From an optimization exercise on the open Yosys and OpenROAD flow, aimed at a short achievable clock period and few clock cycles; shortcuts taken in it are not production practice.
Function was checked by simulation only, so behaviour that the tests miss may differ from the original.
Power is estimated from default activity; no workload was simulated.

v2:
==> flow/design.v (excerpt) <==
module Pipelined_CPU(
    input clk,
    input reset,
    output reg [31:0] iaddr,
    input [31:0] idata,
    output reg [31:0] daddr,
    input [31:0] drdata,
    output reg [31:0] dwdata,
    output reg [3:0] we,
    output reg [31:0] pc
    );
Size in the first run: about 200 I/O pins, about 77000 µm² of cells after synthesis.
Settings: LEC_CHECK=0, CAP_MARGIN=20, CORE_MARGIN=2, CORE_UTILIZATION=50, SLEW_MARGIN=20; clock period 9.0 ns.
standard.sh (not shown) runs the stock make flow with config.mk's settings and CLKGATE_MAP_FILE= SYNTH_SCRIPT=/design/flow/synth_recipe.tcl, a recipe that flattens the netlist after the stock synthesis.
==> flow/flow/run.sh <==
#!/bin/bash
set -euo pipefail
bash standard.sh SETUP_SLACK_MARGIN=5.5 finish > standard_make.log 2>&1
v2: PASS, flow complete, no timing, DRC or antenna violations
Testbench counts of v2, summed over its fixed seeds: cycles 59,984.
Relative to v2, the following input files were edited for v5:
--- a/flow/design.v
+++ b/flow/design.v
@@ -83,22 +83,23 @@
     reg [31:0] m_res;
     reg [2:0]  m_f3;
     reg [31:0] daddr_r;
     reg        w_wen;
     reg [4:0]  w_rd;
     reg [31:0] w_res;
     reg [31:0] rf [1:31];
-    wire ev = ~x_kill;
+    reg        m_jump;
+    reg [31:0] m_jtarget;
+    wire ev = ~(x_kill | m_jump);
     wire [31:0] a  = x_fa ? m_res : x_a;
     wire [31:0] b  = x_fb ? m_res : x_b;
     wire [31:0] sd = x_fs ? m_res : x_sd;
-    wire [31:0] bx = x_sub ? ~b : b;
     wire [31:0] sum;
     wire        sum_co;
-    ks_add #(32) u_add (.a(a), .b(bx), .cin(x_sub), .s(sum), .cout(sum_co));
+    ks_add #(32) u_add (.a(a), .b(b), .cin(x_sub), .s(sum), .cout(sum_co));
     wire eq_ab = ~|(x_a ^ x_b);
     wire eq_mb = ~|(m_res ^ x_b);
     wire eq_am = ~|(x_a ^ m_res);
     wire ltu_ab, ltu_mb, ltu_am, lts_ab, lts_mb, lts_am;
     lt_tree #(32) u_ltu_ab (.a(x_a),   .b(x_b),   .lt(ltu_ab));
     lt_tree #(32) u_ltu_mb (.a(m_res), .b(x_b),   .lt(ltu_mb));
     lt_tree #(32) u_ltu_am (.a(x_a),   .b(m_res), .lt(ltu_am));
@@ -120,16 +121,16 @@
         ({32{x_ssr}}   & srl) |
         ({32{x_ispre}} & x_pre);
     wire [31:0] res = x_sadd ? sum : other;
     wire mispred = ev & ((x_m_eq & eq) | (x_m_ne & ~eq) |
                          (x_m_lt & lts) | (x_m_ge & ~lts) |
                          (x_m_ltu & ltu) | (x_m_geu & ~ltu));
     wire jump = ev & x_jalr;
-    wire x_redirect = mispred | jump;
-    wire [31:0] x_target = x_jalr ? {sum[31:1], 1'b0} : x_alt;
+    wire x_redirect = mispred | m_jump;
+    wire [31:0] x_target = m_jump ? m_jtarget : x_alt;
     reg [3:0]  st_we;
     reg [31:0] st_data;
     always @(*) begin
         st_data = sd;
         st_we   = 4'b0000;
         case (x_f3)
             3'b000: begin
@@ -222,32 +223,34 @@
     wire xw  = x_wen & ev;
     wire p1a = xw && (x_rd == rs1);
     wire p1b = xw && (x_rd == rs2);
     wire p2a = m_wen && (m_rd == rs1);
     wire p2b = m_wen && (m_rd == rs2);
     wire p3a = w_wen && (w_rd == rs1);
     wire p3b = w_wen && (w_rd == rs2);
-    wire stall = x_load && ev && ((use_rs1 && p1a) || (use_rs2 && p1b));
+    wire is_sub = is_alur & ir[30] & (f3 == 3'b000);
+    wire stall = (x_load && ev && ((use_rs1 && p1a) || (use_rs2 && p1b))) ||
+                 (is_sub && p1b);
     wire [31:0] rf1 = (rs1 == 5'd0) ? 32'd0 : rf[rs1];
     wire [31:0] rf2 = (rs2 == 5'd0) ? 32'd0 : rf[rs2];
     wire [31:0] rv1 = p2a ? m_val : p3a ? w_res : rf1;
     wire [31:0] rv2 = p2b ? m_val : p3b ? w_res : rf2;
     wire alu_op = is_alur | is_alui;
     wire bt = is_br & ~f_pred;    
     wire bn = is_br & f_pred;     
     wire [31:0] pre = is_lui ? {ir[31:12], 12'd0} :
                       is_auipc ? {auipc_hi, pc_r[11:0]} : f_pc4;
     wire        jf = is_jalr && x_ispre && p1a;
-    wire [11:0] jf_lo;
-    wire        jf_c;
-    ks_add #(12) u_jf (.a(x_pre[11:0]), .b(ir[31:20]), .cin(1'b0), .s(jf_lo), .cout(jf_c));
     wire [19:0] x_pre_p1, x_pre_m1;
     wire        jf_c1, jf_c2;
     ks_add #(20) u_xpp (.a(x_pre[31:12]), .b(20'd1),      .cin(1'b0), .s(x_pre_p1), .cout(jf_c1));
     ks_add #(20) u_xpm (.a(x_pre[31:12]), .b({20{1'b1}}), .cin(1'b0), .s(x_pre_m1), .cout(jf_c2));
+    wire [11:0] jf_lo;
+    wire        jf_c;
+    ks_add #(12) u_jf (.a(x_pre[11:0]), .b(ir[31:20]), .cin(1'b0), .s(jf_lo), .cout(jf_c));
     wire [19:0] jf_hi = (ir[31] == jf_c) ? x_pre[31:12] : jf_c ? x_pre_p1 : x_pre_m1;
     wire [31:0] jf_target = {jf_hi, jf_lo[11:1], 1'b0};
     wire [31:0] pc_seq  = stall ? pc_r : jf ? jf_target : f_pred ? f_target : f_pc4;
     wire [31:0] pc_next = x_redirect ? x_target : pc_seq;
     always @(*) begin
         iaddr = pc_o;
         pc    = pc_o;
@@ -255,29 +258,31 @@
     end
     wire go = !reset && !stall;    
     always @(posedge clk) begin
         if (reset) pc_r <= 32'd0;
         else       pc_r <= pc_next;
         pc_o <= pc_next & {32{~reset}};
         x_kill  <= x_redirect;
+        m_jump  <= !reset && jump;
+        m_jtarget <= {sum[31:1], 1'b0};
         x_a     <= rv1;
-        x_b     <= rs2_alu ? rv2 : imm;
+        x_b     <= rs2_alu ? (rv2 ^ {32{is_sub}}) : imm;
         x_sd    <= rv2;
         x_pre   <= pre;
         x_addi  <= go && wen && is_alui && (f3 == 3'b000);
         x_nimm  <= ~imm_i + 32'd1;
         x_alt   <= f_pred ? f_pc4 : f_tb;
         x_rd    <= rd;
         x_wen   <= go && wen;
         x_load  <= go && is_load;
         x_store <= go && is_store;
         x_jalr  <= go && is_jalr && !jf;
         x_ispre <= ispre;
         x_f3    <= f3;
-        x_sub   <= is_alur & ir[30] & (f3 == 3'b000);
+        x_sub   <= is_sub;
         x_arith <= ir[30];
         x_sadd  <= (alu_op & f3 == 3'b000) | is_load | is_store;
         x_sslt  <= alu_op & f3 == 3'b010;
         x_ssltu <= alu_op & f3 == 3'b011;
         x_sxor  <= alu_op & f3 == 3'b100;
         x_sor   <= alu_op & f3 == 3'b110;
         x_sand  <= alu_op & f3 == 3'b111;
==> run summary <==
v5: all stages complete, timing, DRC and antenna checks passed
v2 -> v5: design area decreased slightly
In the metrics for v5 and v2, the one carrying the lower total number of vias is v5.
Setup slack in v5 is 13 ps higher than in v2
Of v5 and v2, the run reporting the lower power of the sequential group was v2.
Comparing v5 and v2, post-synthesis compound-gate area fraction is higher on v5.
Register-to-register slack down 100 ps in v5 wrt v2
Delta (v5 minus v2): maximum frequency up 0.31%, first-iteration DRC count now sits lower, critical path depth dropped 2, die area now smaller.
Testbench counts of v5, summed over its fixed seeds: cycles 60,046.

* * *

Another version of the RTL of Pipelined_CPU (not shown whole).
Size in the first run: ~1,500 flip-flops, about 0.081 mm2 of cells after synthesis.
## Pipelined_CPU
module Pipelined_CPU(
    input clk,
    input reset,
    output reg [31:0] iaddr,
    input [31:0] idata,
    output reg [31:0] daddr,
    input [31:0] drdata,
    output reg [31:0] dwdata,
    output reg [3:0] we,
    output reg [31:0] pc
    );
==> flow/config.mk <==
export PLATFORM = sky130hd
export DESIGN_NAME = Pipelined_CPU
export DESIGN_NICKNAME = Pipelined_CPU
export VERILOG_FILES = /design/flow/design.v
export SDC_FILE = /design/flow/constraint.sdc
export NUM_CORES = 4
export LEC_CHECK = 0
export CAP_MARGIN = 20
export CORE_MARGIN = 2
export CORE_UTILIZATION = 40
export SLEW_MARGIN = 20
==> flow/constraint.sdc <==
create_clock -name core_clock -period 9.0 [get_ports {clk}]
set_input_delay 1.8000 -clock core_clock [delete_from_list [all_inputs] [get_ports {clk}]]
set_output_delay 1.8000 -clock core_clock [all_outputs]
set_load 0.01 [all_outputs]
Scripts as last shown in full above: flow/flow/run.sh
Testbench counts at the start, summed over its fixed seeds: cycles 59,984.
Then changed:
--- a/flow/design.v
+++ b/flow/design.v
@@ -88,22 +88,33 @@
     reg [4:0]  w_rd;
     reg [31:0] w_res;
     reg [31:0] rf [1:31];
     wire ev = ~x_kill;
     wire [31:0] a  = x_fa ? m_res : x_a;
     wire [31:0] b  = x_fb ? m_res : x_b;
     wire [31:0] sd = x_fs ? m_res : x_sd;
-    wire [31:0] bx = x_sub ? ~b : b;
-    wire [31:0] sum;
-    wire        sum_co;
-    ks_add #(32) u_add (.a(a), .b(bx), .cin(x_sub), .s(sum), .cout(sum_co));
-    wire        eq = ~|(a ^ b);
-    wire        ltu, lts;
-    lt_tree #(32) u_ltu (.a(a), .b(b), .lt(ltu));
-    lt_tree #(32) u_lts (.a({~a[31], a[30:0]}), .b({~b[31], b[30:0]}), .lt(lts));
+    wire [31:0] s_ab, s_mb, s_am;
+    wire        c_ab, c_mb, c_am;
+    ks_add #(32) u_add_ab (.a(x_a),   .b(x_b),   .cin(x_sub), .s(s_ab), .cout(c_ab));
+    ks_add #(32) u_add_mb (.a(m_res), .b(x_b),   .cin(x_sub), .s(s_mb), .cout(c_mb));
+    ks_add #(32) u_add_am (.a(x_a),   .b(m_res), .cin(1'b0),  .s(s_am), .cout(c_am));
+    wire [31:0] sum = x_fa ? (x_fb ? {m_res[30:0], 1'b0} : s_mb) : (x_fb ? s_am : s_ab);
+    wire eq_ab = ~|(x_a ^ x_b);
+    wire eq_mb = ~|(m_res ^ x_b);
+    wire eq_am = ~|(x_a ^ m_res);
+    wire ltu_ab, ltu_mb, ltu_am, lts_ab, lts_mb, lts_am;
+    lt_tree #(32) u_ltu_ab (.a(x_a),   .b(x_b),   .lt(ltu_ab));
+    lt_tree #(32) u_ltu_mb (.a(m_res), .b(x_b),   .lt(ltu_mb));
+    lt_tree #(32) u_ltu_am (.a(x_a),   .b(m_res), .lt(ltu_am));
+    lt_tree #(32) u_lts_ab (.a({~x_a[31], x_a[30:0]}),     .b({~x_b[31], x_b[30:0]}),     .lt(lts_ab));
+    lt_tree #(32) u_lts_mb (.a({~m_res[31], m_res[30:0]}), .b({~x_b[31], x_b[30:0]}),     .lt(lts_mb));
+    lt_tree #(32) u_lts_am (.a({~x_a[31], x_a[30:0]}),     .b({~m_res[31], m_res[30:0]}), .lt(lts_am));
+    wire eq  = x_fa ? (x_fb | eq_mb) : (x_fb ? eq_am : eq_ab);
+    wire ltu = x_fa ? (~x_fb & ltu_mb) : (x_fb ? ltu_am : ltu_ab);
+    wire lts = x_fa ? (~x_fb & lts_mb) : (x_fb ? lts_am : lts_ab);
     wire [31:0] sll = a << b[4:0];
     wire [31:0] srl = $signed({x_arith & a[31], a}) >>> b[4:0];
     wire [31:0] other =
         ({32{x_sslt}}  & {31'd0, lts}) |
         ({32{x_ssltu}} & {31'd0, ltu}) |
         ({32{x_sxor}}  & (a ^ b)) |
         ({32{x_sor}}   & (a | b)) |
@@ -212,15 +223,17 @@
     wire xw  = x_wen & ev;
     wire p1a = xw && (x_rd == rs1);
     wire p1b = xw && (x_rd == rs2);
     wire p2a = m_wen && (m_rd == rs1);
     wire p2b = m_wen && (m_rd == rs2);
     wire p3a = w_wen && (w_rd == rs1);
     wire p3b = w_wen && (w_rd == rs2);
-    wire stall = x_load && ev && ((use_rs1 && p1a) || (use_rs2 && p1b));
+    wire is_sub = is_alur & ir[30] & (f3 == 3'b000);
+    wire stall = (x_load && ev && ((use_rs1 && p1a) || (use_rs2 && p1b))) ||
+                 (is_sub && p1b);
     wire [31:0] rf1 = (rs1 == 5'd0) ? 32'd0 : rf[rs1];
     wire [31:0] rf2 = (rs2 == 5'd0) ? 32'd0 : rf[rs2];
     wire [31:0] rv1 = p2a ? m_val : p3a ? w_res : rf1;
     wire [31:0] rv2 = p2b ? m_val : p3b ? w_res : rf2;
     wire alu_op = is_alur | is_alui;
     wire bt = is_br & ~f_pred;    
     wire bn = is_br & f_pred;     
@@ -242,30 +255,30 @@
     wire go = !reset && !stall;    
     always @(posedge clk) begin
         if (reset) pc_r <= 32'd0;
         else       pc_r <= pc_next;
         pc_o <= pc_next & {32{~reset}};
         x_kill  <= x_redirect;
         x_a     <= rv1;
-        x_b     <= rs2_alu ? rv2 : imm;
+        x_b     <= rs2_alu ? (rv2 ^ {32{is_sub}}) : imm;
         x_sd    <= rv2;
         x_pre   <= pre;
         x_pre_p1 <= pre_p1;
         x_pre_m1 <= pre_m1;
         x_addi  <= go && wen && is_alui && (f3 == 3'b000);
         x_nimm  <= ~imm_i + 32'd1;
         x_alt   <= f_pred ? f_pc4 : f_tb;
         x_rd    <= rd;
         x_wen   <= go && wen;
         x_load  <= go && is_load;
         x_store <= go && is_store;
         x_jalr  <= go && is_jalr && !jf;
         x_ispre <= ispre;
         x_f3    <= f3;
-        x_sub   <= is_alur & ir[30] & (f3 == 3'b000);
+        x_sub   <= is_sub;
         x_arith <= ir[30];
         x_sadd  <= (alu_op & f3 == 3'b000) | is_load | is_store;
         x_sslt  <= alu_op & f3 == 3'b010;
         x_ssltu <= alu_op & f3 == 3'b011;
         x_sxor  <= alu_op & f3 == 3'b100;
         x_sor   <= alu_op & f3 == 3'b110;
         x_sand  <= alu_op & f3 == 3'b111;
Worst hold slack is worse by 0.013 ns.
Routed wire length increases by 14%.
Via count rose by 11%.
Clock power is higher by about 2%.
Clock-buffer cell count is higher by 13.
Worst setup slack gets better by 0.053 ns.
Testbench counts after the change, summed over its fixed seeds: cycles 60,046.

* * *

Pipelined_CPU, a different RTL version from the one above (not shown whole).
Size in the first run: ~6700 cells after synthesis, about 200 I/O pins, about 81000 um^2 of cells after synthesis.
Settings: LEC_CHECK=0, CAP_MARGIN=20, CORE_MARGIN=2, CORE_UTILIZATION=40, SLEW_MARGIN=20; clock period 9.0 ns.
Scripts as last shown in full above: flow/flow/run.sh
Testbench counts at the start, summed over its fixed seeds: cycles 60,046.
Next try:
--- a/flow/design.v
+++ b/flow/design.v
@@ -86,21 +86,22 @@
     reg [31:0] daddr_r;
     reg        w_wen;
     reg [4:0]  w_rd;
     reg [31:0] w_res;
     reg [31:0] rf [1:31];
     wire ev = ~x_kill;
     wire [31:0] a  = x_fa ? m_res : x_a;
     wire [31:0] b  = x_fb ? m_res : x_b;
     wire [31:0] sd = x_fs ? m_res : x_sd;
+    wire [31:0] bx = x_sub ? ~b : b;
     wire [31:0] sum;
     wire        sum_co;
-    ks_add #(32) u_add (.a(a), .b(b), .cin(x_sub), .s(sum), .cout(sum_co));
+    ks_add #(32) u_add (.a(a), .b(bx), .cin(x_sub), .s(sum), .cout(sum_co));
     wire eq_ab = ~|(x_a ^ x_b);
     wire eq_mb = ~|(m_res ^ x_b);
     wire eq_am = ~|(x_a ^ m_res);
     wire ltu_ab, ltu_mb, ltu_am, lts_ab, lts_mb, lts_am;
     lt_tree #(32) u_ltu_ab (.a(x_a),   .b(x_b),   .lt(ltu_ab));
     lt_tree #(32) u_ltu_mb (.a(m_res), .b(x_b),   .lt(ltu_mb));
     lt_tree #(32) u_ltu_am (.a(x_a),   .b(m_res), .lt(ltu_am));
     lt_tree #(32) u_lts_ab (.a({~x_a[31], x_a[30:0]}),     .b({~x_b[31], x_b[30:0]}),     .lt(lts_ab));
     lt_tree #(32) u_lts_mb (.a({~m_res[31], m_res[30:0]}), .b({~x_b[31], x_b[30:0]}),     .lt(lts_mb));
@@ -218,21 +219,19 @@
     wire f_pred = is_jal | (is_br & (fuse ? (addi_zero ^ f3[0]) : (ir[31] | ir[12])));
     wire [31:0] f_target = ir[3] ? f_tj : f_tb;
     wire xw  = x_wen & ev;
     wire p1a = xw && (x_rd == rs1);
     wire p1b = xw && (x_rd == rs2);
     wire p2a = m_wen && (m_rd == rs1);
     wire p2b = m_wen && (m_rd == rs2);
     wire p3a = w_wen && (w_rd == rs1);
     wire p3b = w_wen && (w_rd == rs2);
-    wire is_sub = is_alur & ir[30] & (f3 == 3'b000);
-    wire stall = (x_load && ev && ((use_rs1 && p1a) || (use_rs2 && p1b))) ||
-                 (is_sub && p1b);
+    wire stall = x_load && ev && ((use_rs1 && p1a) || (use_rs2 && p1b));
     wire [31:0] rf1 = (rs1 == 5'd0) ? 32'd0 : rf[rs1];
     wire [31:0] rf2 = (rs2 == 5'd0) ? 32'd0 : rf[rs2];
     wire [31:0] rv1 = p2a ? m_val : p3a ? w_res : rf1;
     wire [31:0] rv2 = p2b ? m_val : p3b ? w_res : rf2;
     wire alu_op = is_alur | is_alui;
     wire bt = is_br & ~f_pred;    
     wire bn = is_br & f_pred;     
     wire [31:0] pre = is_lui ? {ir[31:12], 12'd0} :
                       is_auipc ? {auipc_hi, pc_r[11:0]} : f_pc4;
@@ -250,34 +249,34 @@
         daddr = daddr_r;
     end
     wire go = !reset && !stall;    
     always @(posedge clk) begin
         if (reset) pc_r <= 32'd0;
         else       pc_r <= pc_next;
         pc_o <= pc_next & {32{~reset}};
         x_kill  <= x_redirect;
         x_a     <= rv1;
-        x_b     <= rs2_alu ? (rv2 ^ {32{is_sub}}) : imm;
+        x_b     <= rs2_alu ? rv2 : imm;
         x_sd    <= rv2;
         x_pre   <= pre;
         x_pre_p1 <= pre_p1;
         x_pre_m1 <= pre_m1;
         x_addi  <= go && wen && is_alui && (f3 == 3'b000);
         x_nimm  <= ~imm_i + 32'd1;
         x_alt   <= f_pred ? f_pc4 : f_tb;
         x_rd    <= rd;
         x_wen   <= go && wen;
         x_load  <= go && is_load;
         x_store <= go && is_store;
         x_jalr  <= go && is_jalr && !jf;
         x_ispre <= ispre;
         x_f3    <= f3;
-        x_sub   <= is_sub;
+        x_sub   <= is_alur & ir[30] & (f3 == 3'b000);
         x_arith <= ir[30];
         x_sadd  <= (alu_op & f3 == 3'b000) | is_load | is_store;
         x_sslt  <= alu_op & f3 == 3'b010;
         x_ssltu <= alu_op & f3 == 3'b011;
         x_sxor  <= alu_op & f3 == 3'b100;
         x_sor   <= alu_op & f3 == 3'b110;
         x_sand  <= alu_op & f3 == 3'b111;
         x_ssll  <= alu_op & f3 == 3'b001;
         x_ssr   <= alu_op & f3 == 3'b101;
After rerunning:
- The changed run ran to the end with no violations
- wire length came out higher slightly
- first-iteration DRC count fell by a few percent
- clock skew rises by 0.014 ns
- sequential cell count stays the same
- critical path depth fell by 1
- total power barely changes
- cell area climbs slightly
- non-clock buffer count is lower by 7
- clock-buffer cell count rose by 8
- worst setup slack degrades by 0.072 ns
Testbench counts after the change, summed over its fixed seeds: cycles 59,984.

==> afterwards: timing with drivers on the ports <==
The flow's constraints put no driver on any port. The routed layouts listed below were extracted and timed again, unchanged, in two steps.
Step 1 sets driving cells, clkbuf_16 on the clock port and buf_2 on the other inputs (assumed; they add their load-dependent delay and slew).
Step 2 also shifts input and output timing later by t, the mid clock arrival at the registers, as if the neighbouring blocks saw the same clock.
Slacks: ideal ports / drivers / drivers and shift; pairs: ideal ports / drivers.
run | shift t [ns] | setup slack, ns | worst setup path after step 2 | latest minus earliest clock arrival (ns) | worst slew at a driven data input, ns
v2 | 0.900 | 4.849 / 4.746 / 3.846 | input to register | 0.070 / 0.070 | 0.32
v5 | 0.899 | 4.862 / 4.733 / 3.834 | input to register | 0.047 / 0.047 | 0.40
the first run of note 2 | 0.925 | 4.774 / 4.774 / 3.897 | input to register | 0.077 / 0.076 | 0.28
the second run of note 2 | 0.921 | 4.827 / 4.681 / 3.760 | input to register | 0.079 / 0.079 | 0.49
the first run of note 3 | 0.964 | 4.943 / 4.635 / 3.672 | input to register | 0.102 / 0.101 | 0.50
the second run of note 3 | 0.923 | 4.871 / 4.641 / 3.718 | input to register | 0.097 / 0.098 | 0.54
After both steps setup and hold are still met in every run listed. The setup slack of the first run of note 3, which loses most, moves by -0.308 ns with the drivers and by -1.271 ns with both steps.
